This design comes from an exercise in tuning for small area and a short achievable clock period on the open sky130 flow, not from production work.
RTL that was checked went through simulation tests only; none was proved equivalent to the original.
No functional check of the RTL was part of run 8.
No run shown here takes its clock network from TritonCTS; it comes from the design's own scripts or RTL.
The clock port is modelled as an ideal driver, which makes a skipped or thinned clock tree look cheaper than it is; a real chip needs a root buffer or a tree.
Power is estimated from default activity; no workload was simulated.

File: flow/config.mk
export PLATFORM = sky130hd
export DESIGN_NAME = synchronous_fifo
export DESIGN_NICKNAME = synchronous_fifo
export VERILOG_FILES = /design/flow/design.v
export SDC_FILE = /design/flow/constraint.sdc
export NUM_CORES = 4
export LEC_CHECK = 0
export CAP_MARGIN = 20
export CORE_MARGIN = 2
export CORE_UTILIZATION = 55
export SETUP_SLACK_MARGIN = 1.72
export SLEW_MARGIN = 20
File: flow/constraint.sdc
create_clock -name core_clock -period 3.0 [get_ports {clk}]
set_input_delay 0.6000 -clock core_clock [delete_from_list [all_inputs] [get_ports {clk}]]
set_output_delay 0.6000 -clock core_clock [all_outputs]
set_load 0.01 [all_outputs]
File: flow/design.v
module synchronous_fifo #(
    parameter DEPTH = 10,
    parameter DATA_WIDTH = 32
) (
    input                           clk,
    input                           rst_n,
    input                           w_en,
    input                           r_en,
    input       [DATA_WIDTH-1:0]    data_in,
    output reg  [DATA_WIDTH-1:0]    data_out,
    output reg                      full,
    output reg                      empty
);
function [4:0] j_up;
    input [4:0] j;
    j_up = {j[3:0], ~j[4]};
endfunction
function [4:0] j_down;
    input [4:0] j;
    j_down = {~j[0], j[4:1]};
endfunction
function j_is;
    input [4:0] j;
    input integer k;
    case (k)
        0: j_is = ~j[4] & ~j[0];
        1: j_is =  j[0] & ~j[1];
        2: j_is =  j[1] & ~j[2];
        3: j_is =  j[2] & ~j[3];
        4: j_is =  j[3] & ~j[4];
        5: j_is =  j[4] &  j[0];
        6: j_is = ~j[0] &  j[1];
        7: j_is = ~j[1] &  j[2];
        8: j_is = ~j[2] &  j[3];
        default: j_is = ~j[3] & j[4];
    endcase
endfunction
reg [4:0] occ;
reg [DEPTH-1:0] r_sel;
reg [DEPTH-1:0] w_ok, w_nok;
reg nfull, nempty;
wire wr  = w_en & nfull;
wire rd  = r_en & nempty;
wire inc = wr & ~rd;
wire dec = rd & ~wr;
wire [DEPTH-1:0] w_rot = {w_ok[DEPTH-2:0], w_ok[DEPTH-1]};
wire             w_last = j_is(occ, 9) & ~rd;
wire [DEPTH-1:0] w_ok_next  = ~nfull ? ({DEPTH{r_en}} & r_sel)
                            : w_en ? (w_rot & {DEPTH{~w_last}})
                            : w_ok;
wire [DEPTH-1:0] w_nok_next = ~nfull ? ~({DEPTH{r_en}} & r_sel)
                            : w_en ? ~(w_rot & {DEPTH{~w_last}})
                            : w_nok;
always @(posedge clk) begin
    if (!rst_n) begin
        w_ok  <= {{(DEPTH-1){1'b0}}, 1'b1};
        w_nok <= {{(DEPTH-1){1'b1}}, 1'b0};
        r_sel <= {{(DEPTH-1){1'b0}}, 1'b1};
        occ   <= 5'd0;
        full  <= 1'b0;
        empty <= 1'b1;
        nfull  <= 1'b1;
        nempty <= 1'b0;
    end else begin
        w_ok  <= w_ok_next;
        w_nok <= w_nok_next;
        full   <= ~nfull  ? ~r_en : (w_en & w_last);
        nfull  <= ~nfull  ? r_en : ~(w_en & w_last);
        empty  <= ~nempty ? ~w_en : (r_en & j_is(occ, 1) & ~wr);
        nempty <= ~nempty ? w_en : ~(r_en & j_is(occ, 1) & ~wr);
        if (rd) r_sel <= {r_sel[DEPTH-2:0], r_sel[DEPTH-1]};
        if (inc)      occ <= j_up(occ);
        else if (dec) occ <= j_down(occ);
    end
end
genvar g;
wire [DATA_WIDTH-1:0] slot [0:DEPTH-1];
generate
    for (g = 0; g < DEPTH; g = g + 1) begin : row
        reg  [DATA_WIDTH-1:0] word;
        always @(posedge clk)
            word <= (data_in & {DATA_WIDTH{w_ok[g]}}) | (word & {DATA_WIDTH{w_nok[g]}});
        assign slot[g] = word;
    end
endgenerate
integer i;
reg [DATA_WIDTH-1:0] rdata;
always @(*) begin
    rdata = {DATA_WIDTH{1'b0}};
    for (i = 0; i < DEPTH; i = i + 1)
        rdata = rdata | ({DATA_WIDTH{r_sel[i]}} & slot[i]);
end
always @(posedge clk) begin
    if (!rst_n)
        data_out <= {DATA_WIDTH{1'b0}};
    else if (rd)
        data_out <= rdata;
end
endmodule
File: flow/flow/run.sh
#!/bin/bash
# The standard layout, with buf_1 cells as port buffers and the clock
# tree rebuilt after CTS as two balanced levels of clkbuf_16 (see
# post_cts.tcl); ORFS's own logs stay in orfs/logs.
bash standard.sh BUFFER_PORTS_ARGS="-buffer_cell sky130_fd_sc_hd__buf_1" \
  CTS_ARGS="-sink_clustering_enable -repair_clock_nets -sink_clustering_size 20 -sink_clustering_max_diameter 70 -buf_list sky130_fd_sc_hd__clkbuf_16 -dont_use_dummy_load" \
  POST_CTS_TCL="$(pwd)/flow/post_cts.tcl" \
  > standard_run.log 2>&1
File: flow/flow/clock_tree.tcl

proc ct_split {items axis n} {
  # items: list of {x y payload}; split into n groups (power of 2)
  if {$n <= 1} { return [list $items] }
  set idx [expr {$axis == "x" ? 0 : 1}]
  set sorted [lsort -real -index $idx $items]
  set half [expr {[llength $sorted] / 2}]
  set a [lrange $sorted 0 [expr {$half - 1}]]
  set b [lrange $sorted $half end]
  set next [expr {$axis == "x" ? "y" : "x"}]
  set h [expr {$n / 2}]
  return [concat [ct_split $a $next $h] [ct_split $b $next $h]]
}

proc ct_centroid {items} {
  set sx 0.0; set sy 0.0
  foreach it $items { set sx [expr {$sx + [lindex $it 0]}]; set sy [expr {$sy + [lindex $it 1]}] }
  set n [llength $items]
  return [list [expr {$sx / $n}] [expr {$sy / $n}]]
}

proc ct_place {inst xy} {
  set m [$inst getMaster]
  set x [expr {int([lindex $xy 0] - [$m getWidth] / 2)}]
  set y [expr {int([lindex $xy 1] - [$m getHeight] / 2)}]
  $inst setLocation $x $y
  $inst setPlacementStatus PLACED
}

proc rebuild_clock_tree {n1 nleaf_per} {
  set block [ord::get_db_block]
  set master [[ord::get_db] findMaster sky130_fd_sc_hd__clkbuf_16]
  set clk_net [$block findNet clk]
  # collect register clock pins by walking the existing tree
  set sinks {}
  set bufs {}
  set nets {}
  set todo [list $clk_net]
  while {[llength $todo]} {
    set net [lindex $todo 0]; set todo [lrange $todo 1 end]
    foreach it [$net getITerms] {
      if {![$it isInputSignal]} { continue }
      set inst [$it getInst]
      set mname [[$inst getMaster] getName]
      if {[string match "sky130_fd_sc_hd__clkbuf_*" $mname] || [string match "sky130_fd_sc_hd__clkinv*" $mname] || [string match "sky130_fd_sc_hd__buf_*" $mname]} {
        lappend bufs $inst
        foreach jt [$inst getITerms] {
          if {[$jt isOutputSignal]} { lappend todo [$jt getNet]; lappend nets [$jt getNet] }
        }
      } else {
        set bb [$it getBBox]
        set x [expr {([$bb xMin] + [$bb xMax]) / 2.0}]
        set y [expr {([$bb yMin] + [$bb yMax]) / 2.0}]
        lappend sinks [list $x $y $it]
      }
    }
  }
  puts "rebuild: [llength $sinks] sinks, removing [llength $bufs] clock buffers"
  foreach s $sinks { [lindex $s 2] disconnect }
  foreach b $bufs {
    foreach jt [$b getITerms] { if {[$jt getNet] != "NULL"} { $jt disconnect } }
    odb::dbInst_destroy $b
  }
  foreach n $nets { odb::dbNet_destroy $n }
  # build the new tree
  set groups [ct_split $sinks x $n1]
  set gi 0
  foreach g $groups {
    set leaves [ct_split $g [expr {$n1 == 2 || $n1 == 8 ? "y" : "x"}] $nleaf_per]
    set top [odb::dbInst_create $block $master "ctree_top_$gi"]
    set topnet [odb::dbNet_create $block "ctree_net_top_$gi"]
    $topnet setSigType CLOCK
    [$top findITerm A] connect $clk_net
    [$top findITerm X] connect $topnet
    set lcs {}
    set li 0
    foreach l $leaves {
      set leaf [odb::dbInst_create $block $master "ctree_leaf_${gi}_$li"]
      set lnet [odb::dbNet_create $block "ctree_net_leaf_${gi}_$li"]
      $lnet setSigType CLOCK
      [$leaf findITerm A] connect $topnet
      [$leaf findITerm X] connect $lnet
      foreach s $l { [lindex $s 2] connect $lnet }
      set c [ct_centroid $l]
      ct_place $leaf $c
      lappend lcs $c
      incr li
    }
    set tc {}
    foreach c $lcs { lappend tc [list [lindex $c 0] [lindex $c 1] x] }
    ct_place $top [ct_centroid $tc]
    incr gi
  }
  puts "rebuild: $n1 first-level buffers, [expr {$n1 * $nleaf_per}] leaf buffers"
}
File: flow/flow/post_cts.tcl
# Runs at the end of ORFS's CTS step: replace TritonCTS's tree with a
# balanced two-level tree, then legalize the new buffers.
source [file join [file dirname [info script]] clock_tree.tcl]
rebuild_clock_tree 4 4
detailed_placement
check_placement -verbose
estimate_parasitics -placement
report_clock_latency
File: flow/standard.sh
#!/bin/bash
# synth_recipe.tcl (not shown) runs the flow's synth.tcl, then flattens the netlist and writes it again
# the make line also repeats each setting of config.mk as NAME=value (left out here)
make -C /OpenROAD-flow-scripts/flow DESIGN_CONFIG=/design/flow/config.mk WORK_HOME=/design/flow/orfs CLKGATE_MAP_FILE= SYNTH_SCRIPT=/design/flow/synth_recipe.tcl "${@:-finish}"
==> notes.md, run 1 <==
- Fin Hold WS: 478 ps
- CORE AREA: 0.0249 mm2
- Die width: 162 um
- Mapped Avg Cell Area: 11.2 um2
- Remaining DRCs: 0
- Static Leak: 6.53 nW
- CP arrival: 1710 ps
- Final setup vio count: 0
- Worst R2R End: occ[2]$_SDFFE_PN0P_
- Diode count: 0
- Least-Margin Pin Slew: 640 ps
- Clk network pwr share: 0.232
- Sw Pwr: 0.00320 W
- Die area: 0.0264 mm2
- Data required, critical path: 3210 ps
- RSZ-0062 raised after global routing: true
- Placement row count: 58
- Initial DRC count: 1264
- HP Class: reg -> reg
- CTS Sinks: 391
- Total negative slack: 0 ps
- Sequential Power Share: 0.617
- Max_cap viols: 0
- Yosys Warn Count: 1
- Max frequency: 666 MHz
- Worst-path clk slew: 90 ps
- Die H: 162 um
- Reg2reg path depth: 7
- Post-Syn Area: 0.0138 mm2
- Synth unique cells: 33
- Min Tclk post-route: 1500 ps
- Switching share of total power: 0.271
- Status: complete, no violations
- Pwr Total: 0.0118 W
- HPWL Detailed: 22.2 mm
- Tot GR Track Use: 0.337
- PwrDens: 732 mW/mm2
- Routed WL: 45.8 mm
- Gpl congestion: 0.736
- # nets final: 1264
- Number of vias per cell: 7.12
- Post-DRT Antenna Nets: 0
- Syn_nets: 1267
- Wire per inst: 29.5 um
- WHS Path Cells: 1
- Flop2flop setup slack: 1520 ps
- Final hold vios: 0
- Layout cell share with drive strength beyond 1: 0.211
- Crit Path Max Fanout: 6
- Largest net degree at the start of global routing: 34
- Port Buffers: 69
- Slew margin rel.: 0.574
- Critical path class: in -> reg
- Worst skew pair latency: 320 ps
- Post-synthesis sequential area ratio: 0.567
- DR vias: 11100
- Initial antenna violation count: 0
- Initial core utilization: 0.555
- Commonest non-fill, non-tap cell in the layout: a22o_1
- Worst VDD drop: 0.508 mV
- Final Cycle Share: 0.500
- Combinational Power Share: 0.151
- First-pass GRT wire length: 67.5 mm
- Slew Viols, Final: 0
- Register bit count reported by yosys: 391
- Area grow syn2layout: 16.6%
- Hold wc startpoint: row[1].word[16]$_DFF_P_
- TritonRoute pass-1 iters: 6
- Reg2reg start: nempty$_SDFF_PN0_
- Ports: 70
- Hold Path End: row[1].word[16]$_DFF_P_
- Total grt overflow: 0
- Clk_skew: 5.83 ps
- P_int: 0.00860 W
- CP Launch Type: primary input
- Element type at the critical path end: flop
- Fin util: 0.647
- Vias in the first global route: 10800
- Most frequent cells in the layout: a22o_1, dfxtp_1, buf_6, dfxtp_2, buf_4
- Post-Synthesis Cells: 1230
worst max-delay path, stage by stage:
cell and delay (ps):
buf_8 100, and2_4 150, buf_12 140, inv_16 50
ha_4 170, mux2_4 300, mux2i_1 140, nor2_1 70
worst max path at each step:
stage / cells past startpoint / end / start / slack (ps)
finish: 8 / occ[2]$_SDFFE_PN0P_ / r_en / 1500
global route: 7 / occ[2]$_SDFFE_PN0P_ / nempty$_SDFF_PN0_ / 1470
detailed placement: 7 / occ[2]$_SDFFE_PN0P_ / r_en / 850
global placement: 3 / w_nok[5]$_SDFFE_PN1P_ / rst_n / 880
floorplan: 8 / occ[1]$_SDFFE_PN0P_ / r_en / 1210
layout make-up:
cell class / instances / area [um2]
Multi-Input combinational cell: 658 / 5630
Timing Repair inverter: 6 / 110
Timing Repair Buffer: 144 / 1450
Fill cell: 1918 / 8780
Inverter: 6 / 42.5
Buffer: 20 / 500
Sequential cell: 391 / 7960
Tap cell: 330 / 413
state kept, by name, summed over array words and instances (netlist names):
name,flops
full,1
w_nok,10
row.word,320
r_sel,10
w_ok,10
nempty,1
nfull,1
data_out,32
empty,1
occ,5
cell families after synthesis:
group           Yosys count  synth area share
compound gates          606             0.359
flops                   391             0.567
buf+inv                 182            0.0538
simple gates             44            0.0149
mux                       6           0.00462
fa+ha+maj                 1          0.000906
per-layer routing:
metal / global-route usage / part of all wire
met1: 0.476 / 0.43
met5: 0 / 0
met4: 0.131 / 0.035
met3: 0.0644 / 0.092
met2: 0.510 / 0.44
stage by stage:
step	setup WS, ps	instance area (um2)	std cells
after detailed placement	852	14100	1477
final	1500	16100	1555
after global placement	883	14100	1477
after floorplan	1210	14000	1230
after global routing	1470	16100	1555
synth_stat cells (all sizes together):
master,n,share of area
and3,2,0.00091
a31oi,33,0.015
and2,1,0.00045
a41o,1,0.00072
mux2,3,0.0024
nor3,4,0.0014
a21oi,27,0.010
o211ai,10,0.0054
inv,6,0.0016
nor2b,6,0.0029
nand3,2,0.00072
and2b,1,0.00054
ha,1,0.00091
buf,47,0.017
a221oi,32,0.020
nor2,4,0.0011
a222oi,32,0.023
o21ai,44,0.016
dfxtp,391,0.57
nand2b,2,0.00091
clkbuf,129,0.035
nand2,22,0.0060
a22o,384,0.24
a221o,9,0.0065
a211oi,33,0.018
mux2i,3,0.0022
a41oi,1,0.00063
power by group through the flow:
stage	clock, W	sequential (W)	combinational, W
2_1_floorplan	0	0.00693	0.00137
3_3_place_gp	0	0.00730	0.00147
3_5_place_dp	0	0.00729	0.00153
5_1_grt	0.00297	0.00738	0.00194
6_report	0.00274	0.00727	0.00178
==> run 2, diff against run 1 <==
--- a/flow/config.mk
+++ b/flow/config.mk
@@ -8,5 +8,5 @@
 export CAP_MARGIN = 20
 export CORE_MARGIN = 2
 export CORE_UTILIZATION = 55
-export SETUP_SLACK_MARGIN = 1.72
+export SETUP_SLACK_MARGIN = 1.6
 export SLEW_MARGIN = 20
==> notes.md, run 2 <==
- Element type at the critical path end: primary output
- Total grt overflow: 0 (unchanged)
- Max_cap viols: 0 (unchanged)
- Gpl congestion: 0.763 (+3.7%)
- Total negative slack: 0 ps (unchanged)
- Hold wc startpoint: row[2].word[30]$_DFF_P_
- CTS Sinks: 391 (unchanged)
- Largest area contributor in the netlist: dfxtp_1
- Area grow syn2layout: 12.3%
- Tot GR Track Use: 0.328 (-0.00878)
- Clk_skew: 12.5 ps (+6.68 ps)
- # nets final: 1246 (-1.4%)
- Ports: 70 (unchanged)
- Port Buffers: 69 (unchanged)
- Critical path class: reg -> out
- CP arrival: 820 ps (-890 ps)
- Crit path cell chain: buf_6
- Data required, critical path: 2400 ps (-810 ps)
- Library cell with the highest instance count after synthesis: dfxtp_1
- Die area: 0.0264 mm2 (unchanged)
- Initial core utilization: 0.555 (unchanged)
- Yosys Warn Count: 1 (unchanged)
- CP Launch Type: flop
- Worst skew pair latency: 330 ps (about the same)
- EDFF count, synth: 0 (unchanged)
- Status: complete, no violations
- Register bit count reported by yosys: 391 (unchanged)
- Post-DRT Antenna Nets: 0 (unchanged)
- Commonest non-fill, non-tap cell in the layout: a22o_1
- Final setup vio count: 0 (unchanged)
- Syn_nets: 1267 (unchanged)
- Pwr Total: 0.0117 W (-0.49%)
- Buffers and inverters on the worst path: 1 (-2)
- Post-synthesis sequential area ratio: 0.567 (unchanged)
- WHS Path Cells: 1 (unchanged)
- CP Depth: 1 (-7)
- HPWL Detailed: 22.8 mm (+2.7%)
- Biggest register: row.word
- Layout cell share with drive strength beyond 1: 0.178 (-0.0325)
- Slew Viols, Final: 0 (unchanged)
- Critical path origin: data_out[25]$_SDFFE_PN0P_
- Share of the synthesized area in the top cell type: 0.567 (unchanged)
- Post-Syn Area: 0.0138 mm2 (unchanged)
- Final hold vios: 0 (unchanged)
- Vias in the first global route: 10200 (-5.6%)
- Synth top cells by count: dfxtp_1, a22o_1, clkbuf_1
- HP Class: reg -> reg
- Routed WL: 45.9 mm (+0.22%)
- Static Leak: 6.34 nW (-2.9%)
- RSZ-0062 raised after global routing: true
- Regs by FF count: row.word: 320 flops, data_out: 32 flops
- Largest register FFs: 320 (unchanged)
- DR vias: 11000 (-0.51%)
- Slowest cell delay on critical path: 380 ps (+80 ps)
- Number of vias per cell: 7.17 (+0.59%)
- Post-Synthesis Cells: 1230 (unchanged)
- Die width: 162 um (unchanged)
- Final worst slack: 1580 ps (+84.6 ps)
- Wire per inst: 29.9 um (+1.3%)
- First-pass GRT wire length: 65.4 mm (-3.1%)
- Ys flop type: dfxtp_1
- Filler Cells Inserted: 1993 (+3.9%)
- CORE AREA: 0.0249 mm2 (unchanged)
- Synth unique cells: 33 (unchanged)
- Worst slack, placed: 864 ps (+11.9 ps)
- Fin area: 0.0155 mm2 (-3.7%)
- Reg2reg start: w_ok[9]$_SDFFE_PN0P_
- Cell Area, Placed: 0.0141 mm2 (about the same)
- Initial antenna violation count: 0 (unchanged)
- Slowest CP cell: dfxtp_2
- PwrDens: 757 mW/mm2 (+3.3%)
- Initial DRC count: 1486 (+18%)
- Most frequent cells in the layout: a22o_1, dfxtp_1, dfxtp_2, buf_6, buf_4
- Worst VDD drop: 0.636 mV (+25%)
- Final Cycle Share: 0.472 (-0.0282)
- Fin Hold WS: 479 ps (+1.36 ps)
- Least-Margin Pin Slew: 1020 ps (+381 ps)
- Area contributors post-synth: dfxtp_1, a22o_1, clkbuf_1, a222oi_1, a221oi_1
- Slew margin rel.: 0.319 (-0.254)
- Reg2reg path depth: 2 (-5)
- Post-synth ARST share: 0 (unchanged)
- Mapped Avg Cell Area: 11.2 um2 (unchanged)
- Die H: 162 um (unchanged)
- Delay-heaviest family, CP: flip-flops
- Max frequency: 706 MHz (+6.0%)
- Placement row count: 58 (unchanged)
- Min Tclk post-route: 1420 ps (-84.6 ps)
- Worst-path clk slew: 90 ps (about the same)
- Remaining DRCs: 0 (unchanged)
- TritonRoute pass-1 iters: 8 (+2)
- Crit Path Max Fanout: 2 (-4)
- Largest net degree at the start of global routing: 36 (+5.9%)
run 2: cell types whose count changed in the layout (fill, tap and decap cells not counted), sizes merged:
cell / change
and2b: -1
inv: -2
buf: -13
diode: +1
clkinv: -2
run 2: worst paths after layout:
| kind | endpoint | slack, ps |
|---|---|---|
| setup / recovery | data_out[25] | 1580 |
| hold reg to reg | row[2].word[30]$_DFF_P_ | 480 |
| hold / removal | row[2].word[30]$_DFF_P_ | 480 |
| setup reg to reg | row[9].word[1]$_DFF_P_ | 1590 |
run 2: cell families after synthesis:
logic type                 count (synthesis)  share of synthesized area
adders and majority gates                  1                   0.000906
and+or+nand+nor                           44                     0.0149
DFF                                      391                      0.567
AOI/OAI and AO/OA                        606                      0.359
buffers and inverters                    182                     0.0538
muxes                                      6                    0.00462
run 2: stage by stage:
step / std cells / util
finish: 1538 / 0.623
global route: 1537 / 0.623
detailed placement: 1483 / 0.566
global placement: 1483 / 0.566
floorplan: 1230 / -
run 2: cell type report:
class | instances | area (um2) | share of cell area
plain buffers | 20 | 500 | 0.0323
repair buffers | 131 | 1210 | 0.0782
inverters | 6 | 38.8 | 0.00250
well taps | 330 | 413 | 0.0266
repair inverters | 2 | 16.3 | 0.00105
flip-flops and latches | 391 | 7940 | 0.512
multi-input cells | 657 | 5390 | 0.348
diodes | 1 | 2.50 | 0.000161
run 2: power by group:
part | internal, W | switching (W) | total [W]
clock network | 0.00121 | 0.00157 | 0.00277
registers | 0.00636 | 0.000890 | 0.00725
logic | 0.000990 | 0.000718 | 0.00171
run 2: routing by layer:
metal  routed length (um)  track usage  vias to the layer above
met5                    0            0                        -
met4                 1550        0.101                        0
met3                 4320       0.0474                      100
met2                20200        0.503                      637
met1                19900        0.479                     5509
li1                     -            -                     4774
==> run 3, diff against run 2 <==
--- a/flow/config.mk
+++ b/flow/config.mk
@@ -8,5 +8,5 @@
 export CAP_MARGIN = 20
 export CORE_MARGIN = 2
 export CORE_UTILIZATION = 55
-export SETUP_SLACK_MARGIN = 1.6
+export SETUP_SLACK_MARGIN = 1.65
 export SLEW_MARGIN = 20
==> notes.md, run 3 <==
- Status: complete, no violations
- Ys flop type: dfxtp_1
- Die area: 0.0264 mm2 (unchanged)
- Total grt overflow: 0 (unchanged)
- CTS Sinks: 391 (unchanged)
- Die H: 162 um (unchanged)
- Wire per inst: 30.4 um (+1.9%)
- Flop2flop setup slack: 1580 ps (about the same)
- Yosys Warn Count: 1 (unchanged)
- Synth top cells by count: dfxtp_1, a22o_1, clkbuf_1
- Ports: 70 (unchanged)
- Cell Area, Placed: 0.0141 mm2 (+0.14%)
- Post-synth ARST share: 0 (unchanged)
- Largest register FFs: 320 (unchanged)
- Most frequent cells in the layout: a22o_1, dfxtp_1, buf_4, o21ai_0
- Library cell with the highest instance count after synthesis: dfxtp_1
- Syn_nets: 1267 (unchanged)
- Final Cycle Share: 0.472 (about the same)
- TritonRoute pass-1 iters: 6 (-2)
- Crit Path Max Fanout: 14 (+12)
- Port Buffers: 69 (unchanged)
- Filler Cells Inserted: 1938 (-2.8%)
- Least-Margin Pin Slew: 1020 ps (-3.76 ps)
- Tot GR Track Use: 0.341 (+0.0135)
- Register area: 0.00796 mm2 (+0.32%)
- Total negative slack: 0 ps (unchanged)
- Static Leak: 6.40 nW (+0.99%)
- Slew margin rel.: 0.322 (+0.00251)
- Fin util: 0.629 (+0.00543)
- PwrDens: 751 mW/mm2 (-0.76%)
- Area taken by multi-input logic gates: 0.00549 mm2 (+1.8%)
- Synth unique cells: 33 (unchanged)
- Final setup vio count: 0 (unchanged)
- Max_cap viols: 0 (unchanged)
- Area contributors post-synth: dfxtp_1, a22o_1, clkbuf_1, a222oi_1, a221oi_1
- Commonest non-fill, non-tap cell in the layout: a22o_1
- DR vias: 11100 (+0.80%)
- Min Tclk post-route: 1420 ps (-0.930 ps)
- HP Class: reg -> reg
- Worst-path clk slew: 100 ps (about the same)
- Regs by FF count: row.word: 320 flops, data_out: 32 flops
- Share of the synthesized area in the top cell type: 0.567 (unchanged)
- Biggest register: row.word
- Slew Viols, Final: 0 (unchanged)
- Initial DRC count: 1600 (+7.7%)
- Final hold vios: 0 (unchanged)
- Area grow syn2layout: 13.3%
- CORE AREA: 0.0249 mm2 (unchanged)
- CP Launch Type: flop
- RSZ-0062 raised after global routing: true
- First-pass GRT wire length: 67.3 mm (+2.9%)
- Remaining DRCs: 0 (unchanged)
- Initial antenna violation count: 0 (unchanged)
- # nets final: 1253 (+0.56%)
- Data required, critical path: 3240 ps (+840 ps)
- Worst VDD drop: 0.585 mV (-8.1%)
- Vias in the first global route: 10400 (+2.1%)
- Worst skew pair latency: 340 ps (about the same)
- Post-DRT Antenna Nets: 0 (unchanged)
- CP arrival: 1650 ps (+830 ps)
- HPWL Detailed: 23.0 mm (+1.1%)
- Post-Synthesis Cells: 1230 (unchanged)
- Initial core utilization: 0.555 (unchanged)
- Fin area: 0.0156 mm2 (+0.87%)
- Number of vias per cell: 7.19 (+0.41%)
- Routed WL: 47.0 mm (+2.3%)
- Diode count: 0 (-1)
- EDFF count, synth: 0 (unchanged)
- Element type at the critical path end: flop
- Clk_skew: 29.1 ps (+16.6 ps)
- Largest net degree at the start of global routing: 49 (+36%)
- Critical path class: reg -> reg
- Post-Syn Area: 0.0138 mm2 (unchanged)
- Layout cell share with drive strength beyond 1: 0.200 (+0.0220)
- Max frequency: 706 MHz (about the same)
- Gpl congestion: 0.785 (+2.9%)
- Largest area contributor in the netlist: dfxtp_1
- Die width: 162 um (unchanged)
- Post-synthesis sequential area ratio: 0.567 (unchanged)
- Placement row count: 58 (unchanged)
- Register bit count reported by yosys: 391 (unchanged)
- Mapped Avg Cell Area: 11.2 um2 (unchanged)
-- run 3: cell counts after synthesis --
Identical to the previous run, type by type.
-- run 3: area by class of cell --
cell class / count / area share
timing repair buffer: 139 / 0.0791
buffer: 20 / 0.0320
sequential: 391 / 0.509
tap: 330 / 0.0264
inverter: 6 / 0.00248
multi-input combinational: 657 / 0.351
timing repair inverter: 1 / 0.000560
-- run 3: final timing paths --
kind | cells after the start | start | end
min reg2reg | 1 | row[5].word[28]$_DFF_P_ | row[5].word[28]$_DFF_P_
min | 1 | row[5].word[28]$_DFF_P_ | row[5].word[28]$_DFF_P_
max reg2reg | 5 | nempty$_SDFF_PN0_ | w_nok[8]$_SDFFE_PN1P_
max | 5 | nempty$_SDFF_PN0_ | w_nok[8]$_SDFFE_PN1P_
-- run 3: worst max-delay path, stage by stage, from the launching register on --
cell      delay [ps]
dfxtp_2          340
and2_4           210
buf_4            150
buf_16           150
o211ai_1         130
a221o_1          340
-- run 3: stage by stage --
stage          instances  hold slack, ps  power (W)  worst slack (ps)
2_1_floorplan       1230             439    0.00830              1210
3_3_place_gp        1481             452    0.00880               882
3_5_place_dp        1481             453    0.00885               857
5_1_grt             1544             491     0.0122              1540
6_report            1544             477     0.0117              1580
-- run 3: logic make-up after synthesis --
family / synth area share
buffers and inverters: 0.0538
multiplexers: 0.00462
AO/OA/AOI/OAI: 0.359
flip-flops: 0.567
adder cells (fa/ha/maj): 0.000906
AND/OR/NAND/NOR: 0.0149
-- run 3: metal layers --
metal  vias to the layer above  share of wire  track usage
li1                       4794              -            -
met2                       706           0.45        0.527
met5                         -              0            0
met3                       120           0.11       0.0637
met4                         0          0.034        0.111
met1                      5488           0.41        0.485
-- run 3: power breakdown --
group / internal [W] / leakage [nW] / switching, W
logic: 0.000986 / 2.86 / 0.000707
registers: 0.00636 / 3.30 / 0.000929
clock network: 0.00121 / 0.246 / 0.00156
==> run 4, diff against run 3 <==
--- a/flow/config.mk
+++ b/flow/config.mk
@@ -8,5 +8,6 @@
 export CAP_MARGIN = 20
 export CORE_MARGIN = 2
 export CORE_UTILIZATION = 55
+export PLACE_DENSITY = 0.72
 export SETUP_SLACK_MARGIN = 1.65
 export SLEW_MARGIN = 20
==> notes.md, run 4 <==
- Status: complete, no violations
- Fin Hold WS: 480 ps (+2.53 ps)
- Flop2flop setup slack: 1570 ps (-20 ps)
- Routed WL: 43.3 mm (-7.8%)
- Worst skew pair latency: 330 ps (about the same)
- Layout cell share with drive strength beyond 1: 0.192 (-0.00859)
- RSZ-0062 raised after global routing: true
- Initial core utilization: 0.555 (unchanged)
- EDFF count, synth: 0 (unchanged)
- Final hold vios: 0 (unchanged)
- WHS Path Cells: 1 (unchanged)
- Data required, critical path: 3230 ps (about the same)
- Remaining DRCs: 0 (unchanged)
- Crit Path Max Fanout: 6 (-8)
- Largest area contributor in the netlist: dfxtp_1
- CP Launch Type: flop
- Share of the synthesized area in the top cell type: 0.567 (unchanged)
- Vias in the first global route: 10600 (+1.9%)
- Synth Area in Compound Gates: 0.359 (unchanged)
- Register bit count reported by yosys: 391 (unchanged)
- PwrDens: 747 mW/mm2 (-0.54%)
- Biggest register: row.word
- Placement row count: 58 (unchanged)
- Worst VDD drop: 0.468 mV (-20%)
- Post-synthesis sequential area ratio: 0.567 (unchanged)
- Synth top cells by count: dfxtp_1, a22o_1, clkbuf_1
- Largest register FFs: 320 (unchanged)
- Post-Synth Adder-Cell Area: 0.000906 (unchanged)
- Critical path class: reg -> reg
- Initial antenna violation count: 0 (unchanged)
- Slew Viols, Final: 0 (unchanged)
- Wire per inst: 28.1 um (-7.7%)
- Register area: 0.00793 mm2 (-0.38%)
- Regs by FF count: row.word: 320 flops, data_out: 32 flops
- # nets final: 1250 (-0.24%)
- Yosys Warn Count: 1 (unchanged)
- Least-Margin Pin Slew: 1050 ps (+30.6 ps)
- Post-synth ARST share: 0 (unchanged)
- Final Cycle Share: 0.478 (+0.00558)
- TritonRoute pass-1 iters: 9 (+3)
- Hold Path End: row[1].word[4]$_DFF_P_
- Slew margin rel.: 0.301 (-0.0204)
- Initial DRC count: 1727 (+7.9%)
- Post-DRT Antenna Nets: 0 (unchanged)
- Port Buffers: 69 (unchanged)
- Gpl congestion: 0.754 (-4.0%)
- Ys flop type: dfxtp_1
- HPWL Detailed: 22.4 mm (-2.9%)
- Number of vias per cell: 7.14 (-0.73%)
- Max_cap viols: 0 (unchanged)
- Pwr Total: 0.0117 W (-0.28%)
- Area taken by multi-input logic gates: 0.00548 mm2 (-0.16%)
- Largest net degree at the start of global routing: 48 (-2.0%)
- Hold wc startpoint: row[1].word[4]$_DFF_P_
- Most frequent cells in the layout: a22o_1, dfxtp_1, dfxtp_2, buf_6, buf_4
- Area grow syn2layout: 13.6%
- Worst slack, placed: 864 ps (+7.53 ps)
- Element type at the critical path end: flop
- Worst-path clk slew: 100 ps (about the same)
- Mux contribution to synthesized area: 0.00462 (unchanged)
- Reg2reg path depth: 5 (unchanged)
- Synth unique cells: 33 (unchanged)
- Mapped Avg Cell Area: 11.2 um2 (unchanged)
- Static Leak: 6.40 nW (about the same)
- CORE AREA: 0.0249 mm2 (unchanged)
- Syn_nets: 1267 (unchanged)
- Max frequency: 698 MHz (-1.2%)
- Commonest non-fill, non-tap cell in the layout: a22o_1
- Largest family of logic cells by synthesized area: compound AO/OA/AOI/OAI gates
- Die area: 0.0264 mm2 (unchanged)
- Post-Synthesis Cells: 1230 (unchanged)
- CTS Sinks: 391 (unchanged)
- Reg2reg start: nempty$_SDFF_PN0_
- Simple-gate portion of the synthesized area: 0.0149 (unchanged)
- Diode count: 0 (unchanged)
- HP Class: reg -> reg
- Xor and xnor area share after synthesis: 0 (unchanged)
- Ports: 70 (unchanged)
- CP arrival: 1660 ps (about the same)
- Clk_skew: 22.3 ps (-6.76 ps)
- Tot GR Track Use: 0.313 (-0.0278)
- Die width: 162 um (unchanged)
- Final setup vio count: 0 (unchanged)
- Fin util: 0.630 (+0.00166)
- Filler Cells Inserted: 1971 (+1.7%)
- Total grt overflow: 0 (unchanged)
- Area contributors post-synth: dfxtp_1, a22o_1, clkbuf_1, a222oi_1, a221oi_1
- Final worst slack: 1570 ps (-16.8 ps)
- Min Tclk post-route: 1430 ps (+16.8 ps)
- Post-Syn Area: 0.0138 mm2 (unchanged)
- Die H: 162 um (unchanged)
- First-pass GRT wire length: 64.1 mm (-4.8%)
- Library cell with the highest instance count after synthesis: dfxtp_1
- Total negative slack: 0 ps (unchanged)
- DR vias: 11000 (-0.92%)
- Worst R2R End: w_nok[9]$_SDFFE_PN1P_
[run 4: cell types whose count changed in the layout (fill, tap and decap cells not counted), moves of 2 or more]
cell	change
buf_12	+6
o21ai_1	+13
dfxtp_2	+3
o21ai_2	+2
buf_4	-14
a221oi_2	-5
dfxtp_1	+6
dfxtp_4	-9
a221oi_1	+5
buf_2	+3
o21ai_0	-15
[run 4: final cells by class]
cell class                      instances  area share
Buffer                                 20      0.0319
Sequential cell                       391       0.506
Multi-Input combinational cell        657       0.349
Timing Repair inverter                  2    0.000877
Timing Repair Buffer                  135      0.0837
Tap cell                              330      0.0263
Inverter                                6     0.00247
[run 4: worst max path at each step]
stage | start | to
3_3_place_gp | r_en | w_nok[8]$_SDFFE_PN1P_
3_5_place_dp | r_en | w_nok[8]$_SDFFE_PN1P_
2_1_floorplan | r_en | occ[1]$_SDFFE_PN0P_
5_1_grt | nempty$_SDFF_PN0_ | w_nok[9]$_SDFFE_PN1P_
6_report | nempty$_SDFF_PN0_ | w_nok[9]$_SDFFE_PN1P_
[run 4: logic make-up (layout without fill, tap and decap cells)]
kind of cell               Yosys count  after routing
AOI/OAI and AO/OA                  606            606
adders and majority gates            1              1
and+or+nand+nor                     44             44
buffers and inverters              182            163
DFF                                391            391
muxes                                6              6
[run 4: worst max-delay path, cell delays in order, from the launching register on]
cell and delay [ps]:
dfxtp_2 350, and2_4 210, buf_12 160, buf_16 120, o211ai_1 130, a221o_1 350
[run 4: through the flow]
stage	instance area (um2)	cells
after global placement	14100	1482
after detailed placement	14100	1482
after global routing	15700	1541
after floorplan	14000	1230
final	15700	1541
[run 4: layer usage]
metal  track usage  part of all wire  vias to the layer above
met5             0                 0                        -
met4        0.0917             0.026                        0
met1         0.448              0.42                     5532
li1              -                 -                     4781
met2         0.496              0.46                      609
met3        0.0453             0.095                       84
[run 4: power breakdown]
| group | switching, W | internal (W) | leakage, nW |
|---|---|---|---|
| combinational | 0.000748 | 0.00101 | 2.86 |
| clock | 0.00153 | 0.00121 | 0.246 |
| sequential | 0.000863 | 0.00636 | 3.29 |
==> run 5, diff against run 4 <==
--- a/flow/config.mk
+++ b/flow/config.mk
@@ -8,6 +8,6 @@
 export CAP_MARGIN = 20
 export CORE_MARGIN = 2
 export CORE_UTILIZATION = 55
-export PLACE_DENSITY = 0.72
+export GPL_TIMING_DRIVEN = 0
 export SETUP_SLACK_MARGIN = 1.65
 export SLEW_MARGIN = 20
==> notes.md, run 5 <==
- Status: complete, no violations
- Area grow syn2layout: 20.2%
- Flop2flop setup slack: 1430 ps (-140 ps)
- Fin area: 0.0166 mm2 (+5.8%)
- Data required, critical path: 3200 ps (-30 ps)
- Initial DRC count: 1405 (-19%)
- Ys flop type: dfxtp_1
- Least-Margin Pin Slew: 688 ps (-360 ps)
- Gpl congestion: 0.843 (+12%)
- Placement row count: 58 (unchanged)
- Post-Syn Area: 0.0138 mm2 (unchanged)
- Diode count: 0 (unchanged)
- Worst R2R End: data_out[25]$_SDFFE_PN0P_
- Switching share of total power: 0.272 (+0.00396)
- Worst skew pair latency: 320 ps (about the same)
- Post-DRT Antenna Nets: 0 (unchanged)
- Hold Path End: row[9].word[9]$_DFF_P_
- Die H: 162 um (unchanged)
- Worst slack, placed: 749 ps (-116 ps)
- RSZ-0062 raised after global routing: true
- Final setup vio count: 0 (unchanged)
- Total negative slack: 0 ps (unchanged)
- PwrDens: 714 mW/mm2 (-4.3%)
- Sw Pwr: 0.00322 W (+2.8%)
- Syn_nets: 1267 (unchanged)
- Cell Area, Placed: 0.0145 mm2 (+2.7%)
- Min Tclk post-route: 1580 ps (+144 ps)
- WHS Path Cells: 1 (unchanged)
- Combinational Power Share: 0.171 (+0.021)
- Most frequent cells in the layout: a22o_1, dfxtp_1, clkbuf_2, buf_6, dfxtp_2
- Post-synth ARST share: 0 (unchanged)
- Critical path class: in -> reg
- HPWL Detailed: 27.6 mm (+23%)
- TritonRoute pass-1 iters: 6 (-3)
- Vias in the first global route: 10600 (+0.10%)
- Mapped Avg Cell Area: 11.2 um2 (unchanged)
- Wire per inst: 26.9 um (-4.3%)
- P_int: 0.00864 W (+0.72%)
- Die width: 162 um (unchanged)
- CORE AREA: 0.0249 mm2 (unchanged)
- Clk_skew: 9.29 ps (-13.0 ps)
- Ports: 70 (unchanged)
- Share of the synthesized area in the top cell type: 0.567 (unchanged)
- Regs by FF count: row.word: 320 flops, data_out: 32 flops
- # nets final: 1359 (+8.7%)
- Slew Viols, Final: 0 (unchanged)
- Post-Synthesis Cells: 1230 (unchanged)
- CP Launch Type: primary input
- Max_cap viols: 0 (unchanged)
- Reg2reg path depth: 8 (+3)
- Final hold vios: 0 (unchanged)
- Slew margin rel.: 0.541 (+0.240)
- Remaining DRCs: 0 (unchanged)
- Synth top cells by count: dfxtp_1, a22o_1, clkbuf_1
- Sequential Power Share: 0.597 (-0.020)
- Largest net degree at the start of global routing: 26 (-46%)
- Post-synthesis sequential area ratio: 0.567 (unchanged)
- Filler Cells Inserted: 1908 (-3.2%)
- Largest register FFs: 320 (unchanged)
- Fin Hold WS: 479 ps (-1.31 ps)
- CTS Sinks: 391 (unchanged)
- Number of vias per cell: 6.80 (-4.8%)
- Port Buffers: 37 (-46%)
- Initial antenna violation count: 0 (unchanged)
- Crit Path Max Fanout: 7 (+1)
- Hold wc startpoint: row[9].word[9]$_DFF_P_
- Area contributors post-synth: dfxtp_1, a22o_1, clkbuf_1, a222oi_1, a221oi_1
- Yosys Warn Count: 1 (unchanged)
- Clk network pwr share: 0.232 (about the same)
- CP arrival: 1770 ps (+110 ps)
- Fin util: 0.667 (+0.0368)
- Final worst slack: 1420 ps (-144 ps)
- Library cell with the highest instance count after synthesis: dfxtp_1
- Element type at the critical path end: flop
- DR vias: 11200 (+1.9%)
- Reg2reg start: nempty$_SDFF_PN0_
- Worst VDD drop: 0.604 mV (+29%)
- Biggest register: row.word
- Final Cycle Share: 0.526 (+0.0481)
- Worst-path clk slew: 100 ps (about the same)
- Total grt overflow: 0 (unchanged)
- Layout cell share with drive strength beyond 1: 0.257 (+0.0652)
- Routed WL: 44.4 mm (+2.4%)
- Synth unique cells: 33 (unchanged)
- Commonest non-fill, non-tap cell in the layout: a22o_1
- Tot GR Track Use: 0.324 (+0.0109)
- First-pass GRT wire length: 65.0 mm (+1.5%)
- HP Class: reg -> reg
- EDFF count, synth: 0 (unchanged)
- Register bit count reported by yosys: 391 (unchanged)
- Max frequency: 634 MHz (-9.2%)
- Die area: 0.0264 mm2 (unchanged)
- Initial core utilization: 0.555 (unchanged)
- Static Leak: 6.99 nW (+9.2%)
- Largest area contributor in the netlist: dfxtp_1
run 5: worst max-delay path, cell delays in order:
cell     delay [ps]
buf_6            90
and2_4          130
buf_8           130
inv_8            60
buf_8           100
ha_4            180
mux2_4          300
mux2i_1         120
nor2_1           50
run 5: worst max path at each step:
stage,startpoint,end,slack (ps),cells past startpoint
after floorplan,r_en,occ[1]$_SDFFE_PN0P_,1210,8
after global placement,rst_n,data_out[30]$_SDFFE_PN0P_,790,5
after detailed placement,rst_n,data_out[29]$_SDFFE_PN0P_,750,5
after global routing,nfull$_SDFF_PN1_,occ[3]$_SDFFE_PN0P_,1370,7
final,r_en,occ[2]$_SDFFE_PN0P_,1420,9
run 5: kinds of logic (layout without fill, tap and decap cells):
kind of cell / after synthesis / count (layout) / share of synthesized area
buffers and inverters: 182 / 272 / 0.0538
adders and majority gates: 1 / 1 / 0.000906
muxes: 6 / 6 / 0.00462
AOI/OAI and AO/OA: 606 / 606 / 0.359
DFF: 391 / 391 / 0.567
and+or+nand+nor: 44 / 44 / 0.0149
run 5: power groups by stage:
stage / Combinational [W] / Clock [W] / Sequential [W]
finish: 0.00203 / 0.00275 / 0.00708
global route: 0.00219 / 0.00295 / 0.00719
detailed placement: 0.00181 / 0 / 0.00706
global placement: 0.00176 / 0 / 0.00705
floorplan: 0.00137 / 0 / 0.00693
run 5: layout make-up:
type | count | area, um2 | share of cell area
inverters | 6 | 30.0 | 0.00181
multi-input cells | 657 | 5750 | 0.346
repair buffers | 70 | 759 | 0.0457
plain buffers | 196 | 1780 | 0.107
well taps | 330 | 413 | 0.0249
flip-flops and latches | 391 | 7880 | 0.474
run 5: per-layer routing:
| metal | vias up | share of wire | track usage |
|---|---|---|---|
| li1 | 5001 | - | - |
| met3 | 80 | 0.086 | 0.0532 |
| met5 | - | 0 | 0 |
| met4 | 0 | 0.031 | 0.111 |
| met1 | 5581 | 0.44 | 0.466 |
| met2 | 556 | 0.45 | 0.498 |
run 5: metrics by stage:
stage	std cells	total power (W)
global placement	1597	0.00881
detailed placement	1597	0.00887
global route	1650	0.0123
finish	1650	0.0119
floorplan	1230	0.00830
==> run 6, diff against run 5 <==
--- a/flow/config.mk
+++ b/flow/config.mk
@@ -5,9 +5,8 @@
 export SDC_FILE = /design/flow/constraint.sdc
 export NUM_CORES = 4
 export LEC_CHECK = 0
-export CAP_MARGIN = 20
+export CAP_MARGIN = 5
 export CORE_MARGIN = 2
 export CORE_UTILIZATION = 55
-export GPL_TIMING_DRIVEN = 0
 export SETUP_SLACK_MARGIN = 1.65
-export SLEW_MARGIN = 20
+export SLEW_MARGIN = 5
==> notes.md, run 6 <==
- Largest register FFs: 320 (unchanged)
- Syn_nets: 1267 (unchanged)
- Vias in the first global route: 10400 (-2.0%)
- Regs by FF count: row.word: 320 flops, data_out: 32 flops
- Share of the synthesized area in the top cell type: 0.567 (unchanged)
- Post-Synthesis Cells: 1230 (unchanged)
- Synth unique cells: 33 (unchanged)
- First-pass GRT wire length: 67.3 mm (+3.5%)
- Post-synth ARST share: 0 (unchanged)
- Data required, critical path: 3240 ps (+40 ps)
- Slew margin rel.: 0.322 (-0.220)
- Static Leak: 6.40 nW (-8.4%)
- Die width: 162 um (unchanged)
- Delay-heaviest family, CP: compound AO/OA/AOI/OAI gates
- RSZ-0062 raised after global routing: true
- Tot GR Track Use: 0.341 (+0.0169)
- CP arrival: 1650 ps (-120 ps)
- Status: complete, no violations
- Cell Area, Placed: 0.0141 mm2 (-2.7%)
- Area grow syn2layout: 13.3%
- Clk_skew: 29.1 ps (+19.8 ps)
- Commonest non-fill, non-tap cell in the layout: a22o_1
- Post-synthesis sequential area ratio: 0.567 (unchanged)
- Remaining DRCs: 0 (unchanged)
- Port Buffers: 69 (+86%)
- Die area: 0.0264 mm2 (unchanged)
- # nets final: 1253 (-7.8%)
- Largest area contributor in the netlist: dfxtp_1
- Min Tclk post-route: 1420 ps (-161 ps)
- Max_cap viols: 0 (unchanged)
- Gpl congestion: 0.785 (-6.9%)
- Worst-path clk slew: 100 ps (about the same)
- Layout cell share with drive strength beyond 1: 0.200 (-0.0567)
- Element type at the critical path end: flop
- Crit Path Max Fanout: 14 (+7)
- Ports: 70 (unchanged)
- Initial DRC count: 1600 (+14%)
- Slowest CP cell: dfxtp_2
- Register bit count reported by yosys: 391 (unchanged)
- Buffers and inverters on the worst path: 2 (-2)
- HPWL Detailed: 23.0 mm (-16%)
- HP Class: reg -> reg
- Crit path cell chain: and2_4 > buf_4 > buf_16 > o211ai_1 > a221o_1
- Die H: 162 um (unchanged)
- DR vias: 11100 (-0.98%)
- CP Launch Type: flop
- Most frequent cells in the layout: a22o_1, dfxtp_1, buf_4, o21ai_0
- PwrDens: 751 mW/mm2 (+5.1%)
- Initial core utilization: 0.555 (unchanged)
- Largest net degree at the start of global routing: 49 (+88%)
- TritonRoute pass-1 iters: 6 (unchanged)
- Worst skew pair latency: 340 ps (+20 ps)
- Yosys Warn Count: 1 (unchanged)
- Final setup vio count: 0 (unchanged)
- Diode count: 0 (unchanged)
- Fin area: 0.0156 mm2 (-5.8%)
- CORE AREA: 0.0249 mm2 (unchanged)
- Library cell with the highest instance count after synthesis: dfxtp_1
- Final hold vios: 0 (unchanged)
- Max frequency: 706 MHz (+11%)
- Least-Margin Pin Slew: 1020 ps (+329 ps)
- Synth top cells by count: dfxtp_1, a22o_1, clkbuf_1
- Total grt overflow: 0 (unchanged)
- Final Cycle Share: 0.472 (-0.0537)
- Biggest register: row.word
- Slew Viols, Final: 0 (unchanged)
- Wire per inst: 30.4 um (+13%)
- Critical path class: reg -> reg
- Number of vias per cell: 7.19 (+5.8%)
- EDFF count, synth: 0 (unchanged)
- Area contributors post-synth: dfxtp_1, a22o_1, clkbuf_1, a222oi_1, a221oi_1
- Slowest cell delay on critical path: 340 ps (+40 ps)
- Mapped Avg Cell Area: 11.2 um2 (unchanged)
- Routed WL: 47.0 mm (+6.0%)
- Total negative slack: 0 ps (unchanged)
- Worst VDD drop: 0.585 mV (-3.2%)
- Post-DRT Antenna Nets: 0 (unchanged)
- Ys flop type: dfxtp_1
- Placement row count: 58 (unchanged)
- Initial antenna violation count: 0 (unchanged)
- Post-Syn Area: 0.0138 mm2 (unchanged)
- CTS Sinks: 391 (unchanged)
run 6: cell counts after synthesis:
Identical to the previous run, type by type.
run 6: metal layers:
| layer | GRT usage | wire, um | vias to the layer above |
|---|---|---|---|
| met5 | 0 | 0 | - |
| met4 | 0.111 | 1580 | 0 |
| met3 | 0.0637 | 4970 | 120 |
| met2 | 0.527 | 21000 | 706 |
| met1 | 0.485 | 19500 | 5488 |
| li1 | - | - | 4794 |
run 6: cells by family (layout without fill, tap and decap cells):
group                      after synthesis  in the layout  share of synthesized area
AOI/OAI and AO/OA                      606            606                      0.359
adders and majority gates                1              1                   0.000906
buffers and inverters                  182            166                     0.0538
DFF                                    391            391                      0.567
muxes                                    6              6                    0.00462
and+or+nand+nor                         44             44                     0.0149
run 6: per-stage QoR:
stage,setup slack (ps),power [W],instances,util,hold slack (ps)
3_5_place_dp,857,0.00885,1481,0.567,453
6_report,1580,0.0117,1544,0.629,477
5_1_grt,1540,0.0122,1544,0.629,491
2_1_floorplan,1210,0.00830,1230,-,439
3_3_place_gp,882,0.00880,1481,0.567,452
run 6: path summary, 6_finish.rpt:
path	startpoint	end	slack [ps]	cells after the start
setup / recovery	nempty$_SDFF_PN0_	w_nok[8]$_SDFFE_PN1P_	1580	5
hold / removal	row[5].word[28]$_DFF_P_	row[5].word[28]$_DFF_P_	480	1
setup reg to reg	nempty$_SDFF_PN0_	w_nok[8]$_SDFFE_PN1P_	1580	5
hold reg to reg	row[5].word[28]$_DFF_P_	row[5].word[28]$_DFF_P_	480	1
run 6: area by class of cell:
class / count / area, um2
Buffer: 20 / 500
Fill cell: 1938 / 9240
Inverter: 6 / 38.8
Multi-Input combinational cell: 657 / 5490
Sequential cell: 391 / 7960
Tap cell: 330 / 413
Timing Repair Buffer: 139 / 1240
Timing Repair inverter: 1 / 8.76
run 6: power by group:
| part | internal [W] | total [W] | switching [W] |
|---|---|---|---|
| logic | 0.000986 | 0.00169 | 0.000707 |
| registers | 0.00636 | 0.00729 | 0.000929 |
| clock network | 0.00121 | 0.00276 | 0.00156 |
==> run 7, diff against run 6 <==
--- a/flow/config.mk
+++ b/flow/config.mk
@@ -5,8 +5,8 @@
 export SDC_FILE = /design/flow/constraint.sdc
 export NUM_CORES = 4
 export LEC_CHECK = 0
-export CAP_MARGIN = 5
+export CAP_MARGIN = 10
 export CORE_MARGIN = 2
 export CORE_UTILIZATION = 55
 export SETUP_SLACK_MARGIN = 1.65
-export SLEW_MARGIN = 5
+export SLEW_MARGIN = 10
==> notes.md, run 7 <==
- Commonest non-fill, non-tap cell in the layout: a22o_1
- Slew margin rel.: 0.322 (unchanged)
- Post-Synthesis Cells: 1230 (unchanged)
- Final Cycle Share: 0.472 (unchanged)
- Port Buffers: 69 (unchanged)
- Largest family of logic cells by synthesized area: compound AO/OA/AOI/OAI gates
- Wire per inst: 30.4 um (unchanged)
- Ports: 70 (unchanged)
- Critical path class: reg -> reg
- Crit Path Max Fanout: 14 (unchanged)
- CP arrival: 1650 ps (about the same)
- Post-DRT Antenna Nets: 0 (unchanged)
- DR vias: 11100 (unchanged)
- First-pass GRT wire length: 67.3 mm (unchanged)
- Initial DRC count: 1600 (unchanged)
- Placement row count: 58 (unchanged)
- Buffers and inverters on the worst path: 2 (unchanged)
- Initial core utilization: 0.555 (unchanged)
- Synth Area in Compound Gates: 0.359 (unchanged)
- Initial antenna violation count: 0 (unchanged)
- Clk_skew: 29.1 ps (unchanged)
- PwrDens: 751 mW/mm2 (unchanged)
- Post-Syn Area: 0.0138 mm2 (unchanged)
- HP Class: reg -> reg
- Die H: 162 um (unchanged)
- Least-Margin Pin Slew: 1020 ps (unchanged)
- Post-synth ARST share: 0 (unchanged)
- Simple-gate portion of the synthesized area: 0.0149 (unchanged)
- Max_cap viols: 0 (unchanged)
- Total grt overflow: 0 (unchanged)
- Die width: 162 um (unchanged)
- TritonRoute pass-1 iters: 6 (unchanged)
- Status: complete, no violations
- Slowest cell delay on critical path: 340 ps (about the same)
- Diode count: 0 (unchanged)
- Worst-path clk slew: 100 ps (about the same)
- # nets final: 1253 (unchanged)
- Slowest CP cell: dfxtp_2
- Layout cell share with drive strength beyond 1: 0.200 (unchanged)
- Total negative slack: 0 ps (unchanged)
- Register bit count reported by yosys: 391 (unchanged)
- Synth top cells by count: dfxtp_1, a22o_1, clkbuf_1
- Die area: 0.0264 mm2 (unchanged)
- CTS Sinks: 391 (unchanged)
- Largest register FFs: 320 (unchanged)
- Mapped Avg Cell Area: 11.2 um2 (unchanged)
- Area grow syn2layout: 13.3% (unchanged)
- Xor and xnor area share after synthesis: 0 (unchanged)
- Delay-heaviest family, CP: compound AO/OA/AOI/OAI gates
- Slew Viols, Final: 0 (unchanged)
- Data required, critical path: 3240 ps (about the same)
- Regs by FF count: row.word: 320 flops, data_out: 32 flops
- Gpl congestion: 0.785 (unchanged)
- Largest area contributor in the netlist: dfxtp_1
- Static Leak: 6.40 nW (unchanged)
- RSZ-0062 raised after global routing: true
- Max frequency: 706 MHz (unchanged)
- Fin util: 0.629 (unchanged)
- Mux contribution to synthesized area: 0.00462 (unchanged)
- Share of the synthesized area in the top cell type: 0.567 (unchanged)
- Tot GR Track Use: 0.341 (unchanged)
- Crit path cell chain: and2_4 > buf_4 > buf_16 > o211ai_1 > a221o_1
- Library cell with the highest instance count after synthesis: dfxtp_1
- Most frequent cells in the layout: a22o_1, dfxtp_1, buf_4, o21ai_0
- CP Launch Type: flop
- Final hold vios: 0 (unchanged)
- Area contributors post-synth: dfxtp_1, a22o_1, clkbuf_1, a222oi_1, a221oi_1
- Remaining DRCs: 0 (unchanged)
- CORE AREA: 0.0249 mm2 (unchanged)
- Worst skew pair latency: 340 ps (about the same)
- Min Tclk post-route: 1420 ps (unchanged)
- Largest net degree at the start of global routing: 49 (unchanged)
- Vias in the first global route: 10400 (unchanged)
- Synth unique cells: 33 (unchanged)
- Yosys Warn Count: 1 (unchanged)
- EDFF count, synth: 0 (unchanged)
- HPWL Detailed: 23.0 mm (unchanged)
- Number of vias per cell: 7.19 (unchanged)
- Worst VDD drop: 0.585 mV (unchanged)
- Biggest register: row.word
- Element type at the critical path end: flop
- Routed WL: 47.0 mm (unchanged)
- Syn_nets: 1267 (unchanged)
- Ys flop type: dfxtp_1
- Post-Synth Adder-Cell Area: 0.000906 (unchanged)
- Final setup vio count: 0 (unchanged)
- Post-synthesis sequential area ratio: 0.567 (unchanged)
-- run 7: cell counts after synthesis --
No cell type changed its count.
-- run 7: layer usage --
layer  GRT usage  vias to the layer above  routed length (um)
met4       0.111                        0                1580
met1       0.485                     5488               19500
li1            -                     4794                   -
met2       0.527                      706               21000
met5           0                        -                   0
met3      0.0637                      120                4970
-- run 7: worst reg2reg max path: stages (launching register included) --
cell,delay (ps)
dfxtp_2,340
and2_4,210
buf_4,150
buf_16,150
o211ai_1,130
a221o_1,340
-- run 7: kinds of logic (layout without fill, tap and decap cells) --
group / after synthesis / count (layout)
AO/OA/AOI/OAI: 606 / 606
adder cells (fa/ha/maj): 1 / 1
buffers and inverters: 182 / 166
flip-flops: 391 / 391
multiplexers: 6 / 6
AND/OR/NAND/NOR: 44 / 44
-- run 7: stage by stage --
stage	cell area (um2)	instances	total power, W	setup WS (ps)	hold WS (ps)
after floorplan	14000	1230	0.00830	1210	439
after detailed placement	14100	1481	0.00885	857	453
after global placement	14100	1481	0.00880	882	452
final	15600	1544	0.0117	1580	477
after global routing	15600	1544	0.0122	1540	491
-- run 7: final timing paths --
path / startpoint / endpoint / slack [ps] / cells after the start
hold / removal: row[5].word[28]$_DFF_P_ / row[5].word[28]$_DFF_P_ / 480 / 1
setup / recovery: nempty$_SDFF_PN0_ / w_nok[8]$_SDFFE_PN1P_ / 1580 / 5
setup reg to reg: nempty$_SDFF_PN0_ / w_nok[8]$_SDFFE_PN1P_ / 1580 / 5
hold reg to reg: row[5].word[28]$_DFF_P_ / row[5].word[28]$_DFF_P_ / 480 / 1
-- run 7: layout make-up --
class | instances | area (um2)
tap | 330 | 413
buffer | 20 | 500
timing repair buffer | 139 | 1240
sequential | 391 | 7960
fill | 1938 | 9240
inverter | 6 | 38.8
timing repair inverter | 1 | 8.76
multi-input combinational | 657 | 5490
-- run 7: report_power, final --
group	switching [W]	total [W]	internal (W)	leakage (nW)
clock network	0.00156	0.00276	0.00121	0.246
registers	0.000929	0.00729	0.00636	3.30
logic	0.000707	0.00169	0.000986	2.86
total	0.00319	0.0117	0.00856	6.40
==> run 8, diff against run 7 <==
--- a/flow/design.v
+++ b/flow/design.v
@@ -39,40 +39,57 @@
 reg [DEPTH-1:0] r_sel;
 reg [DEPTH-1:0] w_ok, w_nok;
 reg nfull, nempty;
-wire wr  = w_en & nfull;
-wire rd  = r_en & nempty;
-wire inc = wr & ~rd;
-wire dec = rd & ~wr;
+wire occ9 = j_is(occ, 9);
+wire occ1 = j_is(occ, 1);
 wire [DEPTH-1:0] w_rot = {w_ok[DEPTH-2:0], w_ok[DEPTH-1]};
-wire             w_last = j_is(occ, 9) & ~rd;
-wire [DEPTH-1:0] w_ok_next  = ~nfull ? ({DEPTH{r_en}} & r_sel)
-                            : w_en ? (w_rot & {DEPTH{~w_last}})
-                            : w_ok;
-wire [DEPTH-1:0] w_nok_next = ~nfull ? ~({DEPTH{r_en}} & r_sel)
-                            : w_en ? ~(w_rot & {DEPTH{~w_last}})
-                            : w_nok;
+wire [DEPTH-1:0] r_rot = {r_sel[DEPTH-2:0], r_sel[DEPTH-1]};
+wire [4:0]       occ_w   = nfull ? j_up(occ) : occ;
+wire             full_w  = nfull ? occ9 : 1'b1;
+wire             empty_w = 1'b0;
+wire [DEPTH-1:0] wok_w   = nfull ? (occ9 ? {DEPTH{1'b0}} : w_rot) : w_ok;
+wire [DEPTH-1:0] wnok_w  = nfull ? (occ9 ? {DEPTH{1'b1}} : ~w_rot) : w_nok;
+wire [4:0]       occ_r   = nempty ? j_down(occ) : occ;
+wire             full_r  = 1'b0;
+wire             empty_r = nempty ? occ1 : 1'b1;
+wire [DEPTH-1:0] wok_r   = nfull ? w_ok : r_sel;
+wire [DEPTH-1:0] wnok_r  = nfull ? w_nok : ~r_sel;
+wire [DEPTH-1:0] rsel_r  = nempty ? r_rot : r_sel;
+wire [4:0]       occ_b   = ~nfull ? j_down(occ) : ~nempty ? j_up(occ) : occ;
+wire [DEPTH-1:0] wok_b   = ~nfull ? r_sel : w_rot;
+wire [DEPTH-1:0] wnok_b  = ~nfull ? ~r_sel : ~w_rot;
+wire [DEPTH-1:0] rsel_b  = nempty ? r_rot : r_sel;
 always @(posedge clk) begin
     if (!rst_n) begin
-        w_ok  <= {{(DEPTH-1){1'b0}}, 1'b1};
-        w_nok <= {{(DEPTH-1){1'b1}}, 1'b0};
-        r_sel <= {{(DEPTH-1){1'b0}}, 1'b1};
-        occ   <= 5'd0;
-        full  <= 1'b0;
-        empty <= 1'b1;
+        w_ok   <= {{(DEPTH-1){1'b0}}, 1'b1};
+        w_nok  <= {{(DEPTH-1){1'b1}}, 1'b0};
+        r_sel  <= {{(DEPTH-1){1'b0}}, 1'b1};
+        occ    <= 5'd0;
+        full   <= 1'b0;
+        empty  <= 1'b1;
         nfull  <= 1'b1;
         nempty <= 1'b0;
     end else begin
-        w_ok  <= w_ok_next;
-        w_nok <= w_nok_next;
-        full   <= ~nfull  ? ~r_en : (w_en & w_last);
-        nfull  <= ~nfull  ? r_en : ~(w_en & w_last);
-        empty  <= ~nempty ? ~w_en : (r_en & j_is(occ, 1) & ~wr);
-        nempty <= ~nempty ? w_en : ~(r_en & j_is(occ, 1) & ~wr);
-        if (rd) r_sel <= {r_sel[DEPTH-2:0], r_sel[DEPTH-1]};
-        if (inc)      occ <= j_up(occ);
-        else if (dec) occ <= j_down(occ);
+        case ({w_en, r_en})
+            2'b10: begin
+                occ <= occ_w; w_ok <= wok_w; w_nok <= wnok_w;
+                full <= full_w; nfull <= ~full_w;
+                empty <= empty_w; nempty <= ~empty_w;
+            end
+            2'b01: begin
+                occ <= occ_r; w_ok <= wok_r; w_nok <= wnok_r; r_sel <= rsel_r;
+                full <= full_r; nfull <= ~full_r;
+                empty <= empty_r; nempty <= ~empty_r;
+            end
+            2'b11: begin
+                occ <= occ_b; w_ok <= wok_b; w_nok <= wnok_b; r_sel <= rsel_b;
+                full <= 1'b0; nfull <= 1'b1;
+                empty <= 1'b0; nempty <= 1'b1;
+            end
+            default: ;
+        endcase
     end
 end
+wire rd = r_en & nempty;
 genvar g;
 wire [DATA_WIDTH-1:0] slot [0:DEPTH-1];
 generate
--- a/flow/config.mk
+++ b/flow/config.mk
@@ -5,8 +5,8 @@
 export SDC_FILE = /design/flow/constraint.sdc
 export NUM_CORES = 4
 export LEC_CHECK = 0
-export CAP_MARGIN = 10
+export CAP_MARGIN = 20
 export CORE_MARGIN = 2
 export CORE_UTILIZATION = 55
-export SETUP_SLACK_MARGIN = 1.65
-export SLEW_MARGIN = 10
+export SETUP_SLACK_MARGIN = 1.6
+export SLEW_MARGIN = 20
==> notes.md, run 8 <==
- Layout cell share with drive strength beyond 1: 0.186 (-0.0143)
- Post-Syn Area: 0.0141 mm2 (+2.4%)
- Post-DRT Antenna Nets: 0 (unchanged)
- Data required, critical path: 3220 ps (-20 ps)
- Post-synthesis sequential area ratio: 0.553 (-0.0132)
- Initial core utilization: 0.562 (+0.00667)
- Fin Hold WS: 476 ps (-1.37 ps)
- Initial antenna violation count: 0 (unchanged)
- EDFF count, synth: 0 (unchanged)
- Ports: 70 (unchanged)
- Initial DRC count: 1399 (-13%)
- Ys flop type: dfxtp_1
- Crit Path Max Fanout: 12 (-2)
- CTS Sinks: 391 (unchanged)
- Most frequent cells in the layout: a22o_1, dfxtp_1, dfxtp_2, buf_6, buf_4
- Yosys Warn Count: 1 (unchanged)
- P_int: 0.00847 W (-1.0%)
- Status: complete, no violations
- Synth unique cells: 46 (+39%)
- Register bit count reported by yosys: 391 (unchanged)
- CP arrival: 1650 ps (about the same)
- Area grow syn2layout: 11.2%
- Element type at the critical path end: flop
- Remaining DRCs: 0 (unchanged)
- Slowest CP cell: o32a_1
- Max frequency: 698 MHz (-1.2%)
- Library cell with the highest instance count after synthesis: a22o_1
- Min Tclk post-route: 1430 ps (+16.9 ps)
- Largest register FFs: 320 (unchanged)
- HPWL Detailed: 23.3 mm (+1.2%)
- Total negative slack: 0 ps (unchanged)
- Static Leak: 6.41 nW (+0.21%)
- Placed Cells: 1514 (+2.2%)
- Delay-heaviest family, CP: compound AO/OA/AOI/OAI gates
- Number of vias per cell: 7.16 (-0.50%)
- Tot GR Track Use: 0.327 (-0.0143)
- TritonRoute pass-1 iters: 6 (unchanged)
- Final setup vio count: 0 (unchanged)
- Cell Area, Placed: 0.0144 mm2 (+2.0%)
- Largest area contributor in the netlist: dfxtp_1
- Max_cap viols: 0 (unchanged)
- Placement row count: 58 (unchanged)
- Commonest non-fill, non-tap cell in the layout: a22o_1
- Worst-path clk slew: 100 ps (about the same)
- Clk network pwr share: 0.238 (+0.003)
- Synth top cells by count: a22o_1, dfxtp_1, clkbuf_1
- Crit path cell chain: buf_6 > buf_8 > nor2b_1 > o32a_1 > o32a_1
- CORE AREA: 0.0252 mm2 (+1.2%)
- CP most frequent cell: o32a_1
- Syn_nets: 1297 (+2.4%)
- Vias in the first global route: 10500 (+1.3%)
- Biggest register: row.word
- Routed WL: 45.1 mm (-4.0%)
- Largest net degree at the start of global routing: 43 (-12%)
- Post-Synthesis Cells: 1261 (+2.5%)
- Buffers and inverters on the worst path: 2 (unchanged)
- HP Class: reg -> reg
- Combinational Power Share: 0.138 (-0.006)
- Area contributors post-synth: dfxtp_1, a22o_1, clkbuf_1, a222oi_1, a221oi_1
- Die area: 0.0270 mm2 (+2.3%)
- Slowest cell delay on critical path: 360 ps (+20 ps)
- Critical path class: in -> reg
- DR vias: 11200 (+0.66%)
- Slew Viols, Final: 0 (unchanged)
- RSZ-0062 raised after global routing: true
- Slew margin rel.: 0.275 (-0.0472)
- Die width: 164 um (+1.2%)
- Post-synth ARST share: 0 (unchanged)
- Gpl congestion: 0.753 (-4.2%)
- First-pass GRT wire length: 66.7 mm (-0.93%)
- Worst VDD drop: 0.487 mV (-17%)
- Total grt overflow: 0 (unchanged)
- Fin area: 0.0157 mm2 (+0.46%)
- # nets final: 1270 (+1.4%)
- Finished Layout Cells: 1562 (+1.2%)
- Least-Margin Pin Slew: 1090 ps (+70.8 ps)
- Switching share of total power: 0.264 (-0.00786)
- Sw Pwr: 0.00303 W (-4.9%)
- Worst skew pair latency: 330 ps (about the same)
- CP Launch Type: primary input
- Die H: 164 um (+1.2%)
- Share of the synthesized area in the top cell type: 0.553 (-0.0132)
- Port Buffers: 69 (unchanged)
- Regs by FF count: row.word: 320 flops, data_out: 32 flops
- PwrDens: 732 mW/mm2 (-2.6%)
- Final hold vios: 0 (unchanged)
- Filler Cells Inserted: 2058 (+6.2%)
- Mapped Avg Cell Area: 11.2 um2 (-0.13%)
- Final Cycle Share: 0.478 (+0.00564)
- Diode count: 0 (unchanged)
- Sequential Power Share: 0.624 (+0.003)
- Wire per inst: 28.9 um (-5.1%)
- Clk_skew: 19.8 ps (-9.29 ps)
## run 8: cell count changes in the layout (fill, tap and decap cells not counted), moves of 8 or more
cell,before,now
o21ai_0,44,1
o21ba_2,0,8
o211ai_1,10,0
buf_4,51,43
a21oi_1,26,18
a211oi_2,25,11
a22o_1,384,392
o21ai_1,0,40
a211oi_1,8,25
a221o_1,9,0
## run 8: final cells by class
cell class | count | area (um2) | area share
repair buffers | 130 | 1160 | 0.0735
plain buffers | 20 | 500 | 0.0318
inverters | 4 | 16.3 | 0.00103
flip-flops and latches | 391 | 7950 | 0.506
well taps | 330 | 413 | 0.0263
multi-input cells | 687 | 5690 | 0.362
## run 8: cells by family (layout without fill, tap and decap cells)
group | count (synthesis) | after routing | share of synthesized area
multiplexers | 14 | 14 | 0.0112
AND/OR/NAND/NOR | 55 | 55 | 0.0184
flip-flops | 391 | 391 | 0.553
AO/OA/AOI/OAI | 618 | 618 | 0.364
buffers and inverters | 183 | 154 | 0.0529
## run 8: metal layers
metal,GRT usage,part of all wire,vias up
met5,0,0,-
met4,0.0801,0.022,0
met3,0.0545,0.091,75
met2,0.513,0.45,592
met1,0.470,0.44,5616
li1,-,-,4898
## run 8: power groups by stage
stage / combinational (W) / sequential (W) / clock, W
2_1_floorplan: 0.00131 / 0.00687 / 0
3_3_place_gp: 0.00142 / 0.00722 / 0
3_5_place_dp: 0.00147 / 0.00722 / 0
5_1_grt: 0.00173 / 0.00728 / 0.00295
6_report: 0.00159 / 0.00717 / 0.00274
## run 8: worst paths after layout
path	startpoint	endpoint	slack [ps]	cells after the start
min	row[0].word[8]$_DFF_P_	row[0].word[8]$_DFF_P_	480	1
max reg2reg	w_nok[1]$_SDFFE_PN1P_	w_nok[1]$_SDFFE_PN1P_	1590	1
min reg2reg	row[0].word[8]$_DFF_P_	row[0].word[8]$_DFF_P_	480	1
max	w_en	w_nok[8]$_SDFFE_PN1P_	1570	5
## run 8: per-stage QoR
step,power [W],util,setup WS [ps]
after global routing,0.0120,0.624,1540
final,0.0115,0.624,1570
after floorplan,0.00818,-,1490
after detailed placement,0.00869,0.572,716
after global placement,0.00864,0.572,756

Setup slack of run 8, layout unchanged: 1.567 ns with ideal ports, 1.474 ns with driving cells assumed (clock clkbuf_16, inputs buf_2), 1.219 ns with port delays also shifted by the 0.422 ns mid clock arrival.
